Context: an optimization exercise on an open-source flow, tuned for small area. The choices shown serve that exercise and are no tape-out recipe. Only simulation tests tie the RTL to the original design; equivalence was not proved.

==> design.v <==
module PNC_STMC_Control_Unit (
    clk, rst,
    iAddr,
    ctrl
);
input clk, rst;
input [15:0] iAddr;
output [1:0] ctrl;
reg [1:0] o_ctrl;
always @(posedge clk) begin
    if (rst == 1) begin
        o_ctrl <= 2'b10;
    end
    else begin
        if (iAddr[15] == 1) begin    
            o_ctrl <= 2'b01;
        end
        else begin       
            if (iAddr[14] == 1) begin    
                o_ctrl <= 2'b10;
            end
            else begin
                if (iAddr[13:7] == 7'b0) begin   
                    if (iAddr[6:0] == 7'b0) begin    
                        o_ctrl <= 2'b00;     
                    end
                    else begin                       
                        o_ctrl <= 2'b01;
                    end
                end
                else begin                       
                    o_ctrl <= 2'b11;
                end
            end
        end
    end
end
assign ctrl = o_ctrl;
endmodule
module STACK_MACHINE_ADDR ( clk, rst,
						ctl, o_wait,
						DATA_in, DATA_out
);
parameter DATA_WIDTH = 16;
parameter STACK_SIZE = 3;        
input clk, rst;
input [1:0] ctl;
input [DATA_WIDTH-1:0] DATA_in;
output reg o_wait;
output [DATA_WIDTH-1:0] DATA_out;
reg [1:0] next_state_reg, state_reg;
reg[DATA_WIDTH-1:0] _STACK_REG[STACK_SIZE-1:0];
reg[DATA_WIDTH-1:0] _next_STACK_REG[STACK_SIZE-1:0];
reg [DATA_WIDTH-1:0] buf_DATA_out;
always @(posedge clk) begin
	if (rst == 1'b1) begin
		state_reg <= 0;
	end
	else begin
		state_reg <= next_state_reg;
	end
end
always @(posedge clk) begin
    if (rst == 1'b1)  begin
        _STACK_REG[0] <= 0;
        _STACK_REG[1] <= 0;
        _STACK_REG[2] <= 0;
    end
    else begin
        _STACK_REG[0] <= _next_STACK_REG[0];
        _STACK_REG[1] <= _next_STACK_REG[1];
        _STACK_REG[2] <= _next_STACK_REG[2];
    end
end
always @(posedge clk) begin
	if (rst == 1'b1) begin
		next_state_reg <= 0;
	end
	else begin
		case(state_reg)
			2'b00:
				case (ctl)
				2'b00:
					next_state_reg <= 2'b00;
				2'b01:
					next_state_reg <= 2'b00;
				2'b10:
					next_state_reg <= 2'b00;
				2'b11:
					next_state_reg <= 2'b01;
				default:
					next_state_reg <= 2'b00;
				endcase
			2'b01:
				case (ctl)
				2'b00:
					next_state_reg <= 2'b00;
				2'b01:
					next_state_reg <= 2'b01;
				2'b10:
					next_state_reg <= 2'b01;
				2'b11:
					next_state_reg <= 2'b10;
				default:
					next_state_reg <= 2'b00;
				endcase
			2'b10:
				case (ctl)
				2'b00:
					next_state_reg <= 2'b01;
				2'b01:
					next_state_reg <= 2'b10;
				2'b10:
					next_state_reg <= 2'b10;
				2'b11:
					next_state_reg <= 2'b11;
				default:
					next_state_reg <= 2'b00;
				endcase
			2'b11:
				case (ctl)
				2'b00:
					next_state_reg <= 2'b10;
				2'b01:
					next_state_reg <= 2'b11;
				2'b10:
					next_state_reg <= 2'b11;
				2'b11:
					next_state_reg <= 2'b10;
				default:
					next_state_reg <= 2'b00;
				endcase
			default:
				next_state_reg <= next_state_reg;
		endcase
	end
end
always @(posedge clk) begin
	if (rst == 1'b1) begin
        buf_DATA_out <= 0;
		o_wait <= 1'b0;
        _next_STACK_REG[0] <= 0;
        _next_STACK_REG[1] <= 0;
        _next_STACK_REG[2] <= 0;
	end
	else begin
		case (state_reg)
		2'b00:
			case (ctl)
			2'b00:
            begin
                buf_DATA_out <= _STACK_REG[0];
				o_wait <= 1'b0;
                _next_STACK_REG[0] <= 0;
                _next_STACK_REG[1] <= 0;
                _next_STACK_REG[2] <= 0;
            end
			2'b01:
            begin
                buf_DATA_out <= {DATA_in[DATA_WIDTH-1: DATA_WIDTH-4], {(DATA_WIDTH/2-4){1'b0}}, DATA_in[DATA_WIDTH/2-1:0]};
				o_wait <= 1'b0;
                _next_STACK_REG[0] <= 0;
                _next_STACK_REG[1] <= 0;
                _next_STACK_REG[2] <= 0;
            end
			2'b10:
            begin
                buf_DATA_out <= {DATA_in[DATA_WIDTH-1: DATA_WIDTH-4], {(DATA_WIDTH/2-4){1'b0}}, DATA_in[DATA_WIDTH/2-1:0]};
				o_wait <= 1'b0;
                _next_STACK_REG[0] <= 0;
                _next_STACK_REG[1] <= 0;
                _next_STACK_REG[2] <= 0;
            end
			2'b11:
            begin
                buf_DATA_out <= {DATA_in[DATA_WIDTH-1: DATA_WIDTH-4], {(DATA_WIDTH/2-4){1'b0}}, DATA_in[(DATA_WIDTH/2)-1:0]};
				o_wait <= 1'b0;
                _next_STACK_REG[0] <= {DATA_in[DATA_WIDTH-1: DATA_WIDTH-4], {(DATA_WIDTH/2-4){1'b0}}, DATA_in[DATA_WIDTH-1:(DATA_WIDTH/2)]};
                _next_STACK_REG[1] <= 0;
                _next_STACK_REG[2] <= 0;
            end
			endcase
		2'b01:
			case (ctl)
			2'b00:
            begin
                buf_DATA_out <= _STACK_REG[0];
				o_wait <= 1'b0;
                _next_STACK_REG[0] <= 0;
                _next_STACK_REG[1] <= 0;
                _next_STACK_REG[2] <= 0;
            end
			2'b01:
            begin
                buf_DATA_out <= _STACK_REG[0];
				o_wait <= 1'b0;
                _next_STACK_REG[0] <= {DATA_in[DATA_WIDTH-1: DATA_WIDTH-4], {(DATA_WIDTH/2-4){1'b0}}, DATA_in[(DATA_WIDTH/2)-1:0]};
                _next_STACK_REG[1] <= 0;
                _next_STACK_REG[2] <= 0;
            end
			2'b10:
            begin
                buf_DATA_out <= _STACK_REG[0];
				o_wait <= 1'b0;
                _next_STACK_REG[0] <= {DATA_in[DATA_WIDTH-1: DATA_WIDTH-4], {(DATA_WIDTH/2-4){1'b0}}, DATA_in[(DATA_WIDTH/2)-1:0]};
                _next_STACK_REG[1] <= 0;
                _next_STACK_REG[2] <= 0;
            end
			2'b11:
            begin
                buf_DATA_out <= _STACK_REG[0];
				o_wait <= 1'b0;
                _next_STACK_REG[0] <= {DATA_in[DATA_WIDTH-1: DATA_WIDTH-4], {(DATA_WIDTH/2-4){1'b0}}, DATA_in[(DATA_WIDTH/2)-1:0]};
                _next_STACK_REG[1] <= {DATA_in[DATA_WIDTH-1: DATA_WIDTH-4], {(DATA_WIDTH/2-4){1'b0}}, DATA_in[DATA_WIDTH-1:(DATA_WIDTH/2)]};
                _next_STACK_REG[2] <= 0;
            end
			endcase
		2'b10:
			case (ctl)
			2'b00:
            begin
                buf_DATA_out <= _STACK_REG[0];
				o_wait <= 1'b0;
                _next_STACK_REG[0] <= _STACK_REG[1];
                _next_STACK_REG[1] <= 0;
                _next_STACK_REG[2] <= 0;
            end
			2'b01:
            begin
                buf_DATA_out <= _STACK_REG[0];
				o_wait <= 1'b0;
                _next_STACK_REG[0] <= _STACK_REG[1];
                _next_STACK_REG[1] <= {DATA_in[DATA_WIDTH-1: DATA_WIDTH-4], {(DATA_WIDTH/2-4){1'b0}}, DATA_in[(DATA_WIDTH/2)-1:0]};
                _next_STACK_REG[2] <= 0;
            end
			2'b10:
            begin
                buf_DATA_out <= _STACK_REG[0];
				o_wait <= 1'b0;
                _next_STACK_REG[0] <= _STACK_REG[1];
                _next_STACK_REG[1] <= {DATA_in[DATA_WIDTH-1: DATA_WIDTH-4], {(DATA_WIDTH/2-4){1'b0}}, DATA_in[(DATA_WIDTH/2)-1:0]};
                _next_STACK_REG[2] <= 0;
            end
			2'b11:
            begin
                buf_DATA_out <= _STACK_REG[0];
				o_wait <= 1'b0;
                _next_STACK_REG[0] <= _STACK_REG[1];
                _next_STACK_REG[1] <= {DATA_in[DATA_WIDTH-1: DATA_WIDTH-4], {(DATA_WIDTH/2-4){1'b0}}, DATA_in[(DATA_WIDTH/2)-1:0]};
                _next_STACK_REG[2] <= {DATA_in[DATA_WIDTH-1: DATA_WIDTH-4], {(DATA_WIDTH/2-4){1'b0}}, DATA_in[DATA_WIDTH-1:(DATA_WIDTH/2)]};
            end
			endcase
		2'b11:
			case (ctl)
			2'b00:
            begin
                buf_DATA_out <= _STACK_REG[0];
				o_wait <= 1'b0;
                _next_STACK_REG[0] <= _STACK_REG[1];
                _next_STACK_REG[1] <= _STACK_REG[2];
                _next_STACK_REG[2] <= 0;
            end
			2'b01:
            begin
                buf_DATA_out <= _STACK_REG[0];
				o_wait <= 1'b0;
                _next_STACK_REG[0] <= _STACK_REG[1];
                _next_STACK_REG[1] <= _STACK_REG[2];
                _next_STACK_REG[2] <= {DATA_in[DATA_WIDTH-1: DATA_WIDTH-4], {(DATA_WIDTH/2-4){1'b0}}, DATA_in[(DATA_WIDTH/2)-1:0]};
            end
			2'b10:
            begin
                buf_DATA_out <= _STACK_REG[0];
				o_wait <= 1'b0;
                _next_STACK_REG[0] <= _STACK_REG[1];
                _next_STACK_REG[1] <= _STACK_REG[2];
                _next_STACK_REG[2] <= {DATA_in[DATA_WIDTH-1: DATA_WIDTH-4], {(DATA_WIDTH/2-4){1'b0}}, DATA_in[(DATA_WIDTH/2)-1:0]};
            end
			2'b11:
            begin
                buf_DATA_out <= _STACK_REG[0];
				o_wait <= 1'b1;
                _next_STACK_REG[0] <= _STACK_REG[1];
                _next_STACK_REG[1] <= _STACK_REG[2];
                _next_STACK_REG[2] <= 0;
            end
			endcase
		endcase
	end
end
assign DATA_out = buf_DATA_out;
endmodule
module STACK_MACHINE_DATA  ( clk, rst,
								ctl, o_wait,
								DATA_in, DATA_out,
                            o_STACK_REG0, o_STACK_REG1, o_STACK_REG2,   
                            o_state, o_state_next
);
parameter DATA_WIDTH = 32;
parameter STACK_SIZE = 3;        
input clk, rst;
input [1:0] ctl;
input [DATA_WIDTH-1:0] DATA_in;
output reg o_wait;
output [DATA_WIDTH-1:0] DATA_out;
output [15:0]  o_STACK_REG0, o_STACK_REG1, o_STACK_REG2;   
output [1:0] o_state, o_state_next;
reg [1:0] next_state_reg, state_reg;
reg[DATA_WIDTH-1:0] _STACK_REG[STACK_SIZE-1:0];
reg[DATA_WIDTH-1:0] _next_STACK_REG[STACK_SIZE-1:0];
reg [DATA_WIDTH-1:0] buf_DATA_out;
always @(posedge clk) begin
	state_reg <= next_state_reg;
end
always @(posedge clk) begin
    if (rst)  begin
        _STACK_REG[0] <= 0;
        _STACK_REG[1] <= 0;
        _STACK_REG[2] <= 0;
    end
    else begin
        _STACK_REG[0] <= _next_STACK_REG[0];
        _STACK_REG[1] <= _next_STACK_REG[1];
        _STACK_REG[2] <= _next_STACK_REG[2];
    end
end
always @(posedge clk) begin
	if (rst) begin
		next_state_reg <= 0;
	end
	else begin
		case(state_reg)
			2'b00:
				case (ctl)
				2'b00:
					next_state_reg <= 2'b00;
				2'b01:
					next_state_reg <= 2'b00;
				2'b10:
					next_state_reg <= 2'b00;
				2'b11:
					next_state_reg <= 2'b01;
				default:
					next_state_reg <= 2'b00;
				endcase
			2'b01:
				case (ctl)
				2'b00:
					next_state_reg <= 2'b00;
				2'b01:
					next_state_reg <= 2'b01;
				2'b10:
					next_state_reg <= 2'b01;
				2'b11:
					next_state_reg <= 2'b10;
				default:
					next_state_reg <= 2'b00;
				endcase
			2'b10:
				case (ctl)
				2'b00:
					next_state_reg <= 2'b01;
				2'b01:
					next_state_reg <= 2'b10;
				2'b10:
					next_state_reg <= 2'b10;
				2'b11:
					next_state_reg <= 2'b11;
				default:
					next_state_reg <= 2'b00;
				endcase
			2'b11:
				case (ctl)
				2'b00:
					next_state_reg <= 2'b10;
				2'b01:
					next_state_reg <= 2'b11;
				2'b10:
					next_state_reg <= 2'b11;
				2'b11:
					next_state_reg <= 2'b10;
				default:
					next_state_reg <= 2'b00;
				endcase
			default:
				next_state_reg <= next_state_reg;
		endcase
	end
end
always @(posedge clk) begin
	if (rst) begin
        buf_DATA_out <= 0;
		o_wait <= 1'b0;
        _next_STACK_REG[0] <= 0;
        _next_STACK_REG[1] <= 0;
        _next_STACK_REG[2] <= 0;
	end
	else begin
		case (state_reg)
		2'b00:
			case (ctl)
			2'b00:
            begin
                buf_DATA_out <= _STACK_REG[0];
				o_wait <= 1'b0;
                _next_STACK_REG[0] <= 0;
                _next_STACK_REG[1] <= 0;
                _next_STACK_REG[2] <= 0;
            end
			2'b01:
            begin
                buf_DATA_out <= {{(DATA_WIDTH/2){1'b0}}, DATA_in[DATA_WIDTH/2-1:0]};
				o_wait <= 1'b0;
                _next_STACK_REG[0] <= 0;
                _next_STACK_REG[1] <= 0;
                _next_STACK_REG[2] <= 0;
            end
			2'b10:
            begin
                buf_DATA_out <= DATA_in;
				o_wait <= 1'b0;
                _next_STACK_REG[0] <= 0;
                _next_STACK_REG[1] <= 0;
                _next_STACK_REG[2] <= 0;
            end
			2'b11:
            begin
                buf_DATA_out <= {{(DATA_WIDTH/2){1'b0}}, DATA_in[(DATA_WIDTH/2)-1:0]};
				o_wait <= 1'b0;
                _next_STACK_REG[0] <= {{(DATA_WIDTH/2){1'b0}}, DATA_in[DATA_WIDTH-1:(DATA_WIDTH/2)]};
                _next_STACK_REG[1] <= 0;
                _next_STACK_REG[2] <= 0;
            end
			endcase
		2'b01:
			case (ctl)
			2'b00:
            begin
                buf_DATA_out <= _STACK_REG[0];
				o_wait <= 1'b0;
                _next_STACK_REG[0] <= 0;
                _next_STACK_REG[1] <= 0;
                _next_STACK_REG[2] <= 0;
            end
			2'b01:
            begin
                buf_DATA_out <= _STACK_REG[0];
				o_wait <= 1'b0;
                _next_STACK_REG[0] <= {{(DATA_WIDTH/2){1'b0}}, DATA_in[(DATA_WIDTH/2)-1:0]};
                _next_STACK_REG[1] <= 0;
                _next_STACK_REG[2] <= 0;
            end
			2'b10:
            begin
                buf_DATA_out <= _STACK_REG[0];
				o_wait <= 1'b0;
                _next_STACK_REG[0] <= DATA_in;
                _next_STACK_REG[1] <= 0;
                _next_STACK_REG[2] <= 0;
            end
			2'b11:
            begin
                buf_DATA_out <= _STACK_REG[0];
				o_wait <= 1'b0;
                _next_STACK_REG[0] <= {{(DATA_WIDTH/2){1'b0}}, DATA_in[(DATA_WIDTH/2)-1:0]};
                _next_STACK_REG[1] <= {{(DATA_WIDTH/2){1'b0}}, DATA_in[DATA_WIDTH-1:(DATA_WIDTH/2)]};
                _next_STACK_REG[2] <= 0;
            end
			endcase
		2'b10:
			case (ctl)
			2'b00:
            begin
                buf_DATA_out <= _STACK_REG[0];
				o_wait <= 1'b0;
                _next_STACK_REG[0] <= _STACK_REG[1];
                _next_STACK_REG[1] <= 0;
                _next_STACK_REG[2] <= 0;
            end
			2'b01:
            begin
                buf_DATA_out <= _STACK_REG[0];
				o_wait <= 1'b0;
                _next_STACK_REG[0] <= _STACK_REG[1];
                _next_STACK_REG[1] <= {{(DATA_WIDTH/2){1'b0}}, DATA_in[(DATA_WIDTH/2)-1:0]};
                _next_STACK_REG[2] <= 0;
            end
			2'b10:
            begin
                buf_DATA_out <= _STACK_REG[0];
				o_wait <= 1'b0;
                _next_STACK_REG[0] <= _STACK_REG[1];
                _next_STACK_REG[1] <= DATA_in;
                _next_STACK_REG[2] <= 0;
            end
			2'b11:
            begin
                buf_DATA_out <= _STACK_REG[0];
				o_wait <= 1'b0;
                _next_STACK_REG[0] <= _STACK_REG[1];
                _next_STACK_REG[1] <= {{(DATA_WIDTH/2){1'b0}}, DATA_in[(DATA_WIDTH/2)-1:0]};
                _next_STACK_REG[2] <= {{(DATA_WIDTH/2){1'b0}}, DATA_in[DATA_WIDTH-1:(DATA_WIDTH/2)]};
            end
			endcase
		2'b11:
			case (ctl)
			2'b00:
            begin
                buf_DATA_out <= _STACK_REG[0];
				o_wait <= 1'b0;
                _next_STACK_REG[0] <= _STACK_REG[1];
                _next_STACK_REG[1] <= _STACK_REG[2];
                _next_STACK_REG[2] <= 0;
            end
			2'b01:
            begin
                buf_DATA_out <= _STACK_REG[0];
				o_wait <= 1'b0;
                _next_STACK_REG[0] <= _STACK_REG[1];
                _next_STACK_REG[1] <= _STACK_REG[2];
                _next_STACK_REG[2] <= {{(DATA_WIDTH/2){1'b0}}, DATA_in[(DATA_WIDTH/2)-1:0]}; 
            end
			2'b10:
            begin
                buf_DATA_out <= _STACK_REG[0];
				o_wait <= 1'b0;
                _next_STACK_REG[0] <= _STACK_REG[1];
                _next_STACK_REG[1] <= _STACK_REG[2];
                _next_STACK_REG[2] <= DATA_in;
            end
			2'b11:
            begin
                buf_DATA_out <= _STACK_REG[0];
				o_wait <= 1'b1;
                _next_STACK_REG[0] <= _STACK_REG[1];
                _next_STACK_REG[1] <= _STACK_REG[2];
                _next_STACK_REG[2] <= 0;
            end
			endcase
		endcase
	end
end
assign o_STACK_REG0 = _STACK_REG[0];
assign o_STACK_REG1 = _STACK_REG[1];
assign o_STACK_REG2 = _STACK_REG[2];
assign o_state_next = next_state_reg;
assign o_state = state_reg;
assign DATA_out = buf_DATA_out;
endmodule
module PNC_ADDR_Control_Unit(clk,
                        iADDR_ctl,
                        EN_SYNAPSE, EN_SOMA, EN_STDP,
                        RC_SYNAPSE, RC_SOMA, RC_STDP,
                        W_EN2Synapse, W_EN2SOMA, W_EN2STDP
);
input clk;
input [3:0] iADDR_ctl;
output reg EN_SYNAPSE, EN_SOMA, EN_STDP;
output reg RC_SYNAPSE, RC_SOMA, RC_STDP;
output reg W_EN2SOMA, W_EN2Synapse, W_EN2STDP;
always @(posedge clk) begin
    if (iADDR_ctl[3] == 1) begin    
        case (iADDR_ctl[1:0])
            2'b00:           
            begin
                EN_SYNAPSE <= 1'b1;
                RC_SYNAPSE <= 1'b1;
                W_EN2Synapse <= 1'b1;
                EN_SOMA <= 1'b0;
                RC_SOMA <= 1'b0;
                W_EN2SOMA <= 1'b0;
                EN_STDP <= 1'b0;
                RC_STDP <= 1'b0;
                W_EN2STDP <= 1'b0;
            end
            2'b01:           
            begin
                EN_SYNAPSE <= 1'b1;
                RC_SYNAPSE <= 1'b0;
                W_EN2Synapse <= 1'b1;
                EN_SOMA <= 1'b0;
                RC_SOMA <= 1'b0;
                W_EN2SOMA <= 1'b0;
                EN_STDP <= 1'b0;
                RC_STDP <= 1'b0;
                W_EN2STDP <= 1'b0;
            end
            2'b10:           
            begin
                EN_SYNAPSE <= 1'b0;
                RC_SYNAPSE <= 1'b0;
                W_EN2Synapse <= 1'b0;
                EN_SOMA <= 1'b1;
                RC_SOMA <= 1'b0;
                W_EN2SOMA <= 1'b1;
                EN_STDP <= 1'b0;
                RC_STDP <= 1'b0;
                W_EN2STDP <= 1'b0;
            end
            2'b11:           
            begin
                EN_SYNAPSE <= 1'b0;
                RC_SYNAPSE <= 1'b0;
                W_EN2Synapse <= 1'b0;
                EN_SOMA <= 1'b0;	
                RC_SOMA <= 1'b0;
                W_EN2SOMA <= 1'b0;
                EN_STDP <= 1'b1;
                RC_STDP <= 1'b0;
                W_EN2STDP <= 1'b1;
            end
            default:
            begin
                EN_SYNAPSE <= 1'b0;
                RC_SYNAPSE <= 1'b0;
                W_EN2Synapse <= 1'b0;
                EN_SOMA <= 1'b0;
                RC_SOMA <= 1'b0;
                W_EN2SOMA <= 1'b0;
                EN_STDP <= 1'b1;
                RC_STDP <= 1'b0;
                W_EN2STDP <= 1'b1;
            end
        endcase
    end
    else begin                   
        if (iADDR_ctl[2] == 1) begin    
            EN_SYNAPSE <= 1'b1;
            RC_SYNAPSE <= 1'b1;
            W_EN2Synapse <= 1'b0;
            EN_SOMA <= 1'b0;
            RC_SOMA <= 1'b0;
            W_EN2SOMA <= 1'b0;
            EN_STDP <= 1'b0;
            RC_STDP <= 1'b0;
            W_EN2STDP <= 1'b0;            
        end
        else begin
            EN_SYNAPSE <= 1'b1;
            RC_SYNAPSE <= 1'b0;
            W_EN2Synapse <= 1'b0;
            EN_SOMA <= 1'b0;
            RC_SOMA <= 1'b0;
            W_EN2SOMA <= 1'b0;
            EN_STDP <= 1'b0;
            RC_STDP <= 1'b0;
            W_EN2STDP <= 1'b0;       
        end
    end
end
endmodule
module PhysicalNeuronController_iLoop(
    clk, rst, kill,
    iADDR, W_DATA,
    SWU_EN, SWU_ADDR, SWU_DATA,
    Addr2SYNAPSE, Addr2SOMA, Addr2STDP,
    Data2SYNAPSE, Data2SOMA, Data2STDP,
    EN_SYNAPSE, EN_SOMA, EN_STDP,
    RC_SYNAPSE, RC_SOMA, RC_STDP,
    W_EN2Synapse, W_EN2SOMA, W_EN2STDP,
    o_ctrl, dbg_DATA1, dbg_DATA2
);
input clk, rst, kill;
input [15:0] iADDR;
input [31:0] W_DATA;
input SWU_EN;
input [15:0] SWU_ADDR;
input [7:0] SWU_DATA;
output [6:0] Addr2SYNAPSE, Addr2SOMA, Addr2STDP;
output [31:0] Data2SYNAPSE, Data2SOMA, Data2STDP;
output EN_SYNAPSE, EN_SOMA, EN_STDP;
output RC_SYNAPSE, RC_SOMA, RC_STDP;
output W_EN2Synapse, W_EN2SOMA, W_EN2STDP;
output [1:0] o_ctrl;
output [31:0] dbg_DATA1, dbg_DATA2;
wire [15:0] STMC_gate_ADDR_Din;
wire [15:0] STMC_gate_ADDR_Dout;
wire STMC_gate_ADDR_wait_out;
wire [31:0] STMC_gate_DATA_Din;
wire [31:0] STMC_gate_DATA_Dout;
wire STMC_gate_DATA_wait_out;
assign STMC_gate_ADDR_Din = SWU_EN ? SWU_ADDR : iADDR;  
assign STMC_gate_DATA_Din = SWU_EN ? {24'b0, SWU_DATA} : W_DATA;   
wire [1:0] ctl_line;
PNC_STMC_Control_Unit STMC_CU (
    .clk(clk),
	.rst(rst),
    .iAddr(STMC_gate_ADDR_Din),
    .ctrl(ctl_line)
);
assign o_ctrl = ctl_line;
STACK_MACHINE_ADDR STMC_gate_ADDR (
    .clk(clk),
    .rst(kill),
	 .ctl(ctl_line),
    .o_wait(STMC_gate_ADDR_wait_out),
    .DATA_in(STMC_gate_ADDR_Din),
    .DATA_out(STMC_gate_ADDR_Dout)
);
STACK_MACHINE_DATA STMC_gate_DATA  (
    .clk(clk),
    .rst(kill),
	.ctl(ctl_line),
    .o_wait(STMC_gate_DATA_wait_out),
    .DATA_in(STMC_gate_DATA_Din),
    .DATA_out(STMC_gate_DATA_Dout)
);
assign dbg_DATA1 = STMC_gate_DATA_Din;
assign dbg_DATA2 = STMC_gate_DATA_Dout;
wire w_EN_SYNAPSE, w_EN_SOMA, w_EN_STDP;
wire w_RC_SYNAPSE, w_RC_SOMA, w_RC_STDP;
wire w_W_EN2Synapse, w_W_EN2SOMA, w_W_EN2STDP;
PNC_ADDR_Control_Unit PNC_ADDR_CU(
    .clk(clk),
    .iADDR_ctl(STMC_gate_ADDR_Dout[15:12]),
    .EN_SYNAPSE(w_EN_SYNAPSE), 
    .EN_SOMA(w_EN_SOMA), 
    .EN_STDP(w_EN_STDP),
    .RC_SYNAPSE(w_RC_SYNAPSE), 
    .RC_SOMA(w_RC_SOMA), 
    .RC_STDP(w_RC_STDP),
    .W_EN2Synapse(w_W_EN2Synapse), 
    .W_EN2SOMA(w_W_EN2SOMA), 
    .W_EN2STDP(w_W_EN2STDP)
);
assign Addr2SYNAPSE = w_EN_SYNAPSE ? STMC_gate_ADDR_Dout : 0;
assign Addr2SOMA = w_EN_SOMA ? STMC_gate_ADDR_Dout : 0;
assign Addr2STDP = w_EN_STDP ? STMC_gate_ADDR_Dout : 0;
assign Data2SYNAPSE = w_EN_SYNAPSE ? STMC_gate_DATA_Dout : 0;
assign Data2SOMA = w_EN_SOMA ? STMC_gate_DATA_Dout : 0;
assign Data2STDP = w_EN_STDP ? STMC_gate_DATA_Dout : 0;
assign EN_SYNAPSE = w_EN_SYNAPSE;
assign EN_SOMA = w_EN_SOMA;
assign EN_STDP = w_EN_STDP;
assign RC_SYNAPSE = w_RC_SYNAPSE;
assign RC_SOMA = w_RC_SOMA;
assign RC_STDP = w_RC_STDP;
assign W_EN2Synapse = w_W_EN2Synapse;
assign W_EN2SOMA = w_W_EN2SOMA;
assign W_EN2STDP = w_W_EN2STDP;
endmodule
==> run.sh <==
#!/bin/bash
# synth_recipe.tcl (not shown) runs the flow's synth.tcl, then flattens the netlist and writes it again
# the make line also repeats each setting of config.mk as NAME=value (left out here)
make -C /OpenROAD-flow-scripts/flow DESIGN_CONFIG=/design/flow/config.mk WORK_HOME=/design/flow/orfs CLKGATE_MAP_FILE= SYNTH_SCRIPT=/design/flow/synth_recipe.tcl finish
==> config.mk <==
export PLATFORM = sky130hd
export DESIGN_NAME = PhysicalNeuronController_iLoop
export DESIGN_NICKNAME = PhysicalNeuronController_iLoop
export VERILOG_FILES = /design/flow/design.v
export SDC_FILE = /design/flow/constraint.sdc
export NUM_CORES = 4
export LEC_CHECK = 0
export CAP_MARGIN = 20
export CORE_MARGIN = 2
export CORE_UTILIZATION = 40
export SLEW_MARGIN = 20
==> constraint.sdc <==
create_clock -name core_clock -period 5.0 [get_ports {clk}]
set_input_delay 1.0000 -clock core_clock [delete_from_list [all_inputs] [get_ports {clk}]]
set_output_delay 1.0000 -clock core_clock [all_outputs]
set_load 0.01 [all_outputs]
==> flow_summary.ini <==
[timing]
setup_viol_count_final = 0
report.final.hold_viol_count = 0
finalMaxSlewViolations = 0
max_clock_freq_ghz = 0.254
final.setup.worst_slack_ns = 1.07
slew_headroom = 0.305
fin_hold_ws_ns = 0.326
final_period_minus_worst_setup_slack_ns = 3.93
tightest_slew_ns = 1.04
rsz0062_at_grt = no
tns_ns = 0
timing.final.crit_share = 0.786
clock-skew-final_ns = 0.00695

[layout]
fillers = 2624
layoutNonFillerInstCount = 1865
layout-drive-gt1-share = 0.0696
layout.area.seq_sq_um = 6330
synthToLayoutAreaGrowth_pct = 33.5
final_standard_cell_area_without_fillers_sq_um = 15500
layout_top_registers = STMC_gate_DATA._STACK_REG: 96 flops, STMC_gate_DATA._next_STACK_REG: 96 flops
final_cell_mix = 312 x dfxtp_1, 263 x clkdlybuf4s50_1, 151 x nor2_1, 142 x nor2b_1, 117 x and2_1
multi_input_gate_area_sq_um = 4730
num-nets-final = 1541
final_core_utilization = 0.541
layout.cells.most_common = dfxtp_1

[synthesis]
syn_area_per_cell_sq_um = 9.35
postSynth.topFlopCell = dfxtp_1
synth.yosys.warnings = 8
synth.ff_latch_count = 316
synth_enable_flop_cells = 0
area_of_the_mapped_netlist_sq_um = 11600
synth.yosys.seq_area_share = 0.545
synthesis.instances = 1240
synth-async-reset-ratio = 0
synth.lib_cells_used.distinct = 45

[clock_network]
cts_max_path_buffers = 3
cts_hold_buffers = 0
postCtsSetupBuffers = 0
cts_tree = built
cts-root-buf = clkbuf_16
htree_num_levels = 1
cts.sinks = 316
clk_latency_ns = 0.56
cts_repair_resize_count = 0
path_clk_slew_ns = 0.06
numCtsBuffers = 31

[pwr]
vdd_ir_drop_max_uv = 254
cellPowerDensity_nw_per_um2 = 358
total_power_mw = 5.54
leakagePower_nw = 5.87

[placement]
place.gp.congestion = 0.831
portBuffers = 265
detailed_place.area_sq_um = 14400
place_hpwl_microns = 24900
placement.setup.worst_slack_ns = 1.09
cells_after_dpl = 1810

[die]
die_x_microns = 174
initial_core_util = 0.405
die_y_microns = 174
num_rows = 62
core_area_sq_um = 28600
design.die.area_sq_um = 30400
number_of_top_level_pins = 268

[routing]
iteration_0_drc_markers = 728
detail_route.vias_per_cell = 4.95
initial_drt_pass_iterations = 5
drt.antenna.violating_nets = 0
avgRoutedWirePerCell_microns = 19.2
drt_wl_total_microns = 35700
count_of_vias_placed_by_the_detailed_router = 9225
drc = 0

[setup_path]
start_kind = input pin
critical_path.slowest_cell = buf_2
critical_path_peak_fanout = 26
r2r-end = STMC_gate_DATA._next_STACK_REG[0][9]
required_ns = 4.00
worst-endpoint-arrival_ns = 2.93
crit_path_cell_trace = buf_2, buf_4, mux2_2, clkdlybuf4s50_1
r2r_setup_slack_ns = 2.13
worst_setup_path_end_kind = primary output
rr_startpoint = STMC_CU.o_ctrl[0]
worst_r2r_path_depth = 5
path_class = input pin to primary output
timing.critical_path.slowest_cell_delay_ns = 0.56

[global_route]
maximum_number_of_pins_on_one_net_before_global_route_repair = 87
globalRouteTotalUtil = 0.230
first_global_vias = 8692
grt_pass1_wl_microns = 54300
overflow = 0
initial_antenna_violation_count = 1

[status]
outcome = no timing/DRC/antenna violations

[worst_hold_path]
whs_path_cells = 0
hold_wc_startpoint = STMC_gate_DATA.next_state_reg[1]
timing.hold.worst_endpoint = STMC_gate_DATA.state_reg[1]
worstHoldPathType = flip-flop to flip-flop

[job]
maxCapViolCount = 0
worst max-delay path by stage:
stage,from,to,slack (ns)
final,SWU_EN,dbg_DATA1[3],1.07
after global placement,SWU_EN,dbg_DATA1[6],1.12
after global routing,SWU_EN,dbg_DATA1[3],1.0
after detailed placement,SWU_EN,dbg_DATA1[3],1.09
after CTS,SWU_EN,dbg_DATA1[3],1.09
after floorplan,SWU_EN,dbg_DATA1[0],2.01
kinds of logic (layout without fill, tap and decap cells):
| family | count (synthesis) | count (layout) | share of synthesized area |
|---|---|---|---|
| AOI/OAI and AO/OA | 201 | 201 | 0.113 |
| adders and majority gates | 6 | 6 | 0.00647 |
| buffers and inverters | 132 | 371 | 0.0474 |
| DFF | 316 | 316 | 0.545 |
| muxes | 35 | 35 | 0.0331 |
| other | 1 | 3 | 0.000323 |
| and+or+nand+nor | 549 | 549 | 0.254 |
report_power, final:
part | switching, mW | internal [mW]
logic | 0.344 | 0.246
clock network | 0.977 | 1.36
registers | 0.0409 | 2.57
total | 1.36 | 4.17
worst max-delay path: cells and delay by family:
family	cells	cell delay (ns)
buffers and inverters	3	1.47
multiplexers	1	0.44
metal layers:
layer | global-route usage | up-vias | routed length (microns)
met5 | 0 | - | 0
met4 | 0.0644 | 0 | 781
met3 | 0.0499 | 47 | 2740
met2 | 0.351 | 361 | 15600
met1 | 0.329 | 4308 | 16700
li1 | - | 4509 | -
layout make-up:
cell class	count	share of cell area
antenna	1	0.000162
clock buffer	38	0.0550
clock inverter	16	0.0113
inverter	35	0.00849
multi-input combinational	793	0.306
sequential	316	0.409
tap	384	0.0310
timing repair buffer	282	0.179
cell usage after synthesis, types with 14 or more instances:
| cell | n | area share |
|---|---|---|
| dfxtp_1 | 316 | 0.55 |
| nor2_1 | 151 | 0.049 |
| nor2b_1 | 142 | 0.077 |
| and2_1 | 117 | 0.063 |
| clkbuf_1 | 74 | 0.024 |
| a22oi_1 | 57 | 0.037 |
| a21oi_1 | 52 | 0.022 |
| nand2_1 | 50 | 0.016 |
| inv_1 | 35 | 0.011 |
| nand2b_1 | 30 | 0.016 |
| o21ai_0 | 23 | 0.0099 |
| nor3_1 | 22 | 0.0095 |
| o22ai_1 | 21 | 0.011 |
| a32oi_1 | 20 | 0.015 |
| mux2_2 | 19 | 0.018 |
| nand3b_1 | 16 | 0.010 |
| mux2i_1 | 14 | 0.012 |

## what the ideal ports hide
How much do the figures lean on ideal ports? The routed layout below was timed once more, with nothing changed but the port constraints.
Step 1 assumes that a clkbuf_16 drives the clock port and a buf_2 every other input.
Step 2, shift: input delay + t, output delay - t, t = (earliest + latest rising clock arrival at the registers) / 2. This alone moves slack from input paths to output paths.
a / b / c = ideal ports / drivers / drivers and shift; a / b = the first two.
t (ns): 0.607
setup WS [ns]: 1.069 / 1.031 / 1.031
hold slack, ns: 0.326 / 0.326 / 0.326
worst setup path at the end: input to output
After both steps setup and hold are still met in this run. The setup slack of this run moves by -0.038 ns with the drivers and by -0.038 ns with both steps.
